This is an optimization exercise on Yosys and OpenROAD, whose aim is small area and a short achievable clock period, not a production implementation.
In this exercise RTL edits were held to simulation tests only and were not proved equivalent to the original.
No activity file was given, so power comes from the tool's default toggle rates.

--- run.sh ---
#!/bin/bash
# synth_recipe.tcl (not shown) runs the flow's synth.tcl, then flattens the netlist and writes it again
# the make line also repeats each setting of config.mk as NAME=value (left out here)
make -C /OpenROAD-flow-scripts/flow DESIGN_CONFIG=/design/flow/config.mk WORK_HOME=/design/flow/orfs CLKGATE_MAP_FILE= SYNTH_SCRIPT=/design/flow/synth_recipe.tcl finish
--- config.mk ---
export PLATFORM = sky130hd
export DESIGN_NAME = sw_top
export DESIGN_NICKNAME = sw_top
export VERILOG_FILES = /design/flow/design.v
export SDC_FILE = /design/flow/constraint.sdc
export NUM_CORES = 4
export LEC_CHECK = 0
export CAP_MARGIN = 20
export CORE_MARGIN = 2
export CORE_UTILIZATION = 40
export PLACE_DENSITY = 0.6
export SLEW_MARGIN = 20
--- constraint.sdc ---
create_clock -name core_clock -period 11.0 [get_ports {clk}]
set_input_delay 2.2000 -clock core_clock [delete_from_list [all_inputs] [get_ports {clk}]]
set_output_delay 2.2000 -clock core_clock [all_outputs]
set_load 0.01 [all_outputs]
--- design.v ---
module pe #(
  parameter int SCORE_W = 8     
)(
  input  logic                         clk,
  input  logic                         rst_n,
  input  logic                         compute_en,     
  input  logic                         clear_en,       
  input  logic                         in_valid,       
  input  logic                          read_load_en,
  input  logic       [1:0]              read_base_in,
  input  logic       [1:0]              ref_base_in,
  input  logic signed [SCORE_W-1:0]     in1_up,        
  input  logic signed [SCORE_W-1:0]     in2_diag,      
  output logic signed [SCORE_W-1:0]     out1,          
  output logic signed [SCORE_W-1:0]     out2,          
  output logic                          out_valid,
  output logic        [1:0]             dir,           
  output logic signed [SCORE_W-1:0]     pe_score      
);
  logic        [1:0]         read_r;
  logic        [SCORE_W-1:0] out1_r, out2_r;
  logic signed [SCORE_W-1:0] cand_diag, cand_up, cand_left;
  logic signed [SCORE_W-1:0] best_raw;
  logic signed [SCORE_W-1:0] best;
  logic        [1:0]         best_dir;
  logic signed [SCORE_W-1:0]     match_score;
  logic signed [SCORE_W-1:0]     gap_penalty;   
  always_comb begin
    match_score    = 8'sd9;     
    gap_penalty    = 8'sd5;     
  end
  always_comb begin
    cand_diag = '0;
    cand_up   = '0;
    cand_left = '0;
    best_raw  = '0;
    if (compute_en) begin
      cand_diag = (ref_base_in == read_r) ? in2_diag + match_score : in2_diag - match_score;
      cand_up   = in1_up   - gap_penalty;
      cand_left = out1_r  - gap_penalty;
      best_raw = cand_diag;
      if (cand_up   > best_raw) best_raw = cand_up;
      if (cand_left > best_raw) best_raw = cand_left;
      if (!in_valid || (best_raw <= 0)) begin
        best     = '0;
        best_dir = 2'd0;  
      end else begin
        best = best_raw;
        if (cand_diag == best_raw)      
          best_dir = 2'd1;  
        else if (cand_up == best_raw)   
          best_dir = 2'd2;  
        else                            
          best_dir = 2'd3;  
      end
    end else begin
      best     = '0;
      best_dir = 2'd0;
    end
  end
  always_ff @(posedge clk) begin
    if (!rst_n) begin
      read_r       <= '0;
      out1_r       <= '0;
      out2_r       <= '0;
    end else begin
      out1_r       <= '0;
      out2_r       <= '0;
      if (read_load_en) begin
        read_r     <= read_base_in;
      end
      if (clear_en) begin
        out1_r      <= '0;
        out2_r      <= '0;
      end else if (compute_en) begin
        out2_r      <= out1_r;
        out1_r      <= best;
      end
    end
  end
  assign out1      = out1_r;
  assign out2      = out2_r;
  assign out_valid = in_valid;
  assign dir       = best_dir;
  assign pe_score  = best;
endmodule
module systolic #(
  parameter int N       = 5,
  parameter int SCORE_W = 8
)(
  input  logic                         clk,
  input  logic                         rst_n,
  input  logic                         compute_en,
  input  logic                         clear_en,
  input  logic                         read_load_en,
  input  logic [N-1:0][1:0]            read_base_in,
  input  logic                         ref_valid_in,
  input  logic       [1:0]             ref_in,
  output logic [N-1:0][SCORE_W-1:0]     pe_score,
  output logic [N-1:0][1:0]              pe_dir,
  output logic [N-1:0]                   pe_valid
);
  logic [N-1:0][1:0] ref_pipe;
  logic [N-1:0]      v_pipe;
  logic [N-1:0][1:0] ref_to_pe;
  logic [N-1:0]      v_to_pe;
  assign ref_to_pe[0] = ref_in;
  assign v_to_pe[0]   = ref_valid_in;
  genvar gi;
  generate
    for (gi = 1; gi < N; gi++) begin 
      assign ref_to_pe[gi] = ref_pipe[gi];
      assign v_to_pe[gi]   = v_pipe[gi];
    end
  endgenerate
  always_ff @(posedge clk) begin
    ref_pipe[1] <= ref_in;
    v_pipe[1]   <= ref_valid_in;
    if (!rst_n) begin
      for (int k = 1; k < N; k++) begin
        ref_pipe[k] <= '0;
        v_pipe[k]   <= 1'b0;
      end
    end else if (clear_en) begin
      for (int k = 1; k < N; k++) begin
        ref_pipe[k] <= '0;
        v_pipe[k]   <= 1'b0;
      end
    end else if (compute_en) begin
      for (int k = N-1; k >= 2; k--) begin
        ref_pipe[k] <= ref_pipe[k-1];
        v_pipe[k]   <= v_pipe[k-1];
      end
    end
  end
  logic [N-1:0][SCORE_W-1:0] in1_up;
  logic [N-1:0][SCORE_W-1:0] in2_diag;
  logic [N-1:0][SCORE_W-1:0] out1;
  logic [N-1:0][SCORE_W-1:0] out2;
  generate
    for (gi = 0; gi < N; gi++) begin 
      if (gi == 0) begin
        assign in1_up[gi]   = '0;
        assign in2_diag[gi] = '0;
      end else begin
        assign in1_up[gi]   = out1[gi-1];
        assign in2_diag[gi] = out2[gi-1];
      end
    end
  endgenerate
  generate
    for (gi = 0; gi < N; gi++) begin 
      pe #(.SCORE_W(SCORE_W)) u_pe (
        .clk         (clk),
        .rst_n       (rst_n),
        .compute_en  (compute_en),
        .clear_en    (clear_en),
        .in_valid    (v_to_pe[gi]),
        .read_load_en(read_load_en),
        .read_base_in(read_base_in[gi]),
        .ref_base_in (ref_to_pe[gi]),
        .in1_up      (in1_up[gi]),
        .in2_diag    (in2_diag[gi]),
        .out1        (out1[gi]),
        .out2        (out2[gi]),
        .out_valid   (pe_valid[gi]),
        .dir         (pe_dir[gi]),
        .pe_score    (pe_score[gi])
      );
    end
  endgenerate
endmodule
module sw_top #(
  parameter int N       = 32,
  parameter int SCORE_W = 10
)(
  input  logic                   clk,
  input  logic                   rst_n,
  input  logic                   compute_en,
  input  logic                   clear_en,
  input  logic                   read_load_en,
  input  logic [2*N-1:0]         read_base_in,
  input  logic                   ref_valid_in,
  input  logic [1:0]             ref_in,
  output logic [SCORE_W*N-1:0]   pe_score,
  output logic [2*N-1:0]         pe_dir,
  output logic [N-1:0]           pe_valid
);
  systolic #(.N(N), .SCORE_W(SCORE_W)) u_sys (
    .clk          (clk),
    .rst_n        (rst_n),
    .compute_en   (compute_en),
    .clear_en     (clear_en),
    .read_load_en (read_load_en),
    .read_base_in (read_base_in),
    .ref_valid_in (ref_valid_in),
    .ref_in       (ref_in),
    .pe_score     (pe_score),
    .pe_dir       (pe_dir),
    .pe_valid     (pe_valid)
  );
endmodule
==> results.txt <==
-- power breakdown --
group	leakage (nW)	switching, mW	internal (mW)	total, mW
Sequential	6.36	0.0224	2.88	2.90
Combinational	32.9	2.40	1.55	3.95
Clock	1.68	1.45	2.06	3.51
-- routing by layer --
| layer | share of wire | up-vias | wire, um |
|---|---|---|---|
| met2 | 0.46 | 2974 | 137900 |
| met3 | 0.056 | 719 | 16940 |
| met5 | 0.000053 | - | 16 |
| met1 | 0.43 | 38328 | 129200 |
| met4 | 0.062 | 2 | 18900 |
| li1 | - | 38496 | - |
-- layout by cell type, fill, tap and decap left out, drive strengths merged, types with 53 or more instances in the layout --
master and n:
a211oi 114, nand2b 118, o31ai 77, buf 469, or3 95, xor2 410, o22ai 66, nor2 1286
o21ai 462, o2111ai 55, conb 64, dfxtp 787, nand2 591, clkinv 55, and2 84, o221ai 55
inv 603, mux2 103, a31oi 112, o21a 141, nand4 195, a21oi 546, and3 297, a2111oi 56
ha 844, mux2i 284, o211ai 80, clkdlybuf4s50 443, nor4 103, nor2b 218, or2 53, clkbuf 134
xnor2 775, nor3 276, nand3 203, a21o 145
-- path summary, 6_finish.rpt --
check                                  startpoint                          endpoint  slack (ns)
setup / recovery               u_sys.ref_pipe[38]                        pe_dir[38]        0.38
hold / removal    u_sys.genblk3[7].u_pe.out1_r[1]   u_sys.genblk3[7].u_pe.out2_r[1]        0.44
setup reg to reg               u_sys.ref_pipe[60]  u_sys.genblk3[30].u_pe.out1_r[4]        3.61
hold reg to reg   u_sys.genblk3[7].u_pe.out1_r[1]   u_sys.genblk3[7].u_pe.out2_r[1]        0.44
-- logic make-up after synthesis --
| family | Yosys count |
|---|---|
| AND/OR/NAND/NOR | 3693 |
| AO/OA/AOI/OAI | 2331 |
| XOR/XNOR | 1194 |
| buffers and inverters | 1083 |
| adder cells (fa/ha/maj) | 906 |
| flip-flops | 787 |
| multiplexers | 387 |
| other | 1 |
-- worst max-delay path: cells and delay by family, from the launching register on --
family | cells | cell delay (ns)
multiplexers | 1 | 0.36
AO/OA/AOI/OAI | 13 | 2.62
AND/OR/NAND/NOR | 6 | 1.31
buffers and inverters | 4 | 1.06
flip-flops | 1 | 0.34
adder cells (fa/ha/maj) | 4 | 1.46
XOR/XNOR | 2 | 0.52
-- what timing repair did --
item | in CTS | in global routing
gates cloned | 0 | 1
resized for setup | 35 | 198
endpoints found under the setup margin | 42 | 200
buffers inserted | 5 | 33
pin swaps | 2 | 32
-- through the flow --
step / cells / area, um2 / TNS (ns)
after floorplan: 10445 / 80370 / 0
after global placement: 13530 / 89590 / 0
after detailed placement: 13530 / 89590 / 0
after CTS: 13715 / 93190 / 0
after global routing: 13752 / 94350 / -0.3507
final: 13752 / 94350 / 0
-- sequential cells by signal, summed over array words and instances (netlist names) --
signal / cells
u_sys.ref_pipe: 62
u_sys.genblk3.u_pe.out1_r: 320
u_sys.genblk3.u_pe.out2_r: 310
u_sys.v_pipe: 31
u_sys.genblk3.u_pe.read_r: 64
-- final cells by class --
| cell class | instances | area (um2) |
|---|---|---|
| antenna | 3 | 7.507 |
| clock buffer | 134 | 2830 |
| clock inverter | 46 | 591.8 |
| fill | 19795 | 105100 |
| inverter | 631 | 2381 |
| multi-input combinational | 8575 | 61330 |
| sequential | 787 | 15760 |
| tap | 2656 | 3323 |
| timing repair buffer | 920 | 8134 |
==> key figures <==
Synth
  – Compound-Gate Fraction of Synth Area: 0.1958
  – Post-synth top area share: 0.1966
  – Count leader, synth: nor2_1
  – Register area share after synthesis: 0.1966
  – Mapped Area: 80130 um2
  – Area leader, netlist: dfxtp_1
  – EDFF count, synth: 0
  – Leading post-synthesis cells by cell area: dfxtp_1 (20%), ha_1 (13%), xnor2_1 (8.5%), nor2_1 (6.0%), xor2_1 (4.5%)
  – Leading register cell type out of synthesis: dfxtp_1
  – Synth Area in Adders: 0.1434
  – Ys async rst share: 0
  – Syn_area_per_cell: 7.718 um2
  – Largest family of logic cells by synthesized area: simple AND/OR/NAND/NOR gates
  – Unique cell type count in the Yosys netlist: 118
  – Post-synthesis mux area share: 0.05000
  – #FFs+latches synth: 787
  – Commonest cells in the netlist: nor2_1 (1286), ha_1 (844), dfxtp_1 (787)
  – Yosys warning count: 2
  – Post-Synth XOR/XNOR Area: 0.1322
  – Mapped Cells: 10382
  – Simple logic cell fraction of the synthesized area: 0.2275

CTS
  – CTS Buf Count: 100
  – Root buffer selected by CTS: clkbuf_16
  – Clk Latency, worst-skew pair: 0.76 ns
  – Hold Buf Count CTS: 0
  – CTS tree: built
  – # clock sinks: 787
  – H-tree levels: 3
  – Worst-path clk slew: 0.06 ns
  – Longest Clk Path Bufs: 3

Timing
  – Final period util: 0.9656
  – Slew margin rel.: 0.2144
  – Final Slew Violations: 0
  – Final setup fails: 0
  – Worst Skew: 0.03806 ns
  – Max Clk Rate: 0.09415 GHz
  – Tmin final: 10.62 ns
  – Worst Hold Slack: 0.4425 ns
  – Worst-margin pin slew: 1.170 ns
  – Final hold violations: 0
  – Setup ws final: 0.3788 ns

Placed design
  – GP Congestion: 1.012
  – Placement Setup Slack: 0.4260 ns
  – Post-DP HPWL: 234.4 mm
  – IO buf count: 455

Detailed routing
  – Starting DRT DRC Count: 6826
  – Total Wirelength: 303.0 mm
  – DRC: 0
  – First-pass iteration count of the detailed router: 6
  – Mean number of vias per cell: 5.855
  – DRT antenna net count: 0
  – Vias: 80519
  – WL/cell: 22.04 um

Global route
  – Antenna violations before repair: 8
  – Largest net degree at the start of global routing: 84
  – First-pass GRT wire length: 459.0 mm
  – Total gr overflow: 0
  – All-Layer GR Usage: 0.2828
  – Met2 usage: 0.4607
  – Number of global-route vias before repair: 78106
  – Busiest grt layer: met2
  – Met1 GRT Util: 0.3598
  – M3 GR Usage: 0.03402

Worst setup path
  – Worst EP required: 8.80 ns
  – Crit start category: flop
  – Slowest cell on the critical path: clkdlybuf4s50_1
  – Crit path capture type: output port
  – CP arrival: 8.42 ns
  – Max incr delay on CP: 0.59 ns
  – R2R cell count: 27
  – Worst setup path class: flop to output port
  – Crit-path max FO: 14

Floorplanning
  – I/O pins: 488
  – Die area: 203900 um2
  – Core area: 199500 um2
  – Row cnt: 164
  – Effective utilization at floorplan: 0.4018
  – Die width: 451.6 um
  – Die height: 451.6 um

Power and ir drop
  – Leakage Power: 40.94 nW
  – Pwr Density: 109.8 nW/um2
  – Total power: 10.36 mW
  – Worst vdd ir: 115.3 uV

Layout
  – Nets: 11962
  – Layout cell share with drive strength beyond 1: 0.09366
  – Fin util: 0.4731
  – Area Overhead vs Synth: 17.74%

Hold path
  – Hold depth: 2
  – Hold Path Class: flop to flop

Status
  – Outcome: finished clean

Flow run
  – Number of max-cap violations: 0

[what the ideal ports hide]
Ports are ideal in the flow. The routed layout listed here was re-timed in OpenROAD.
Step 1: set_driving_cell puts a clkbuf_16 on clk and a buf_2 on each other input, an assumption about the parent block.
Step 2 times the ports against the registers' clock, not the clock port: input delays grow and output delays shrink by t, the midpoint of the rising clock arrivals with the driver on.
a / b / c = ideal ports / drivers / drivers and shift; a / b = the first two.
t, ns: 0.841
setup WS [ns]: 0.379 / 0.286 / 1.127
worst setup path at the end: register to output
latest minus earliest clock arrival (ns): 0.049 / 0.049
cell pins on the clock port's net: 1
After both steps this run still meets setup and hold. For this run, drivers alone change the setup slack by -0.093 ns; drivers and shift together by +0.748 ns.
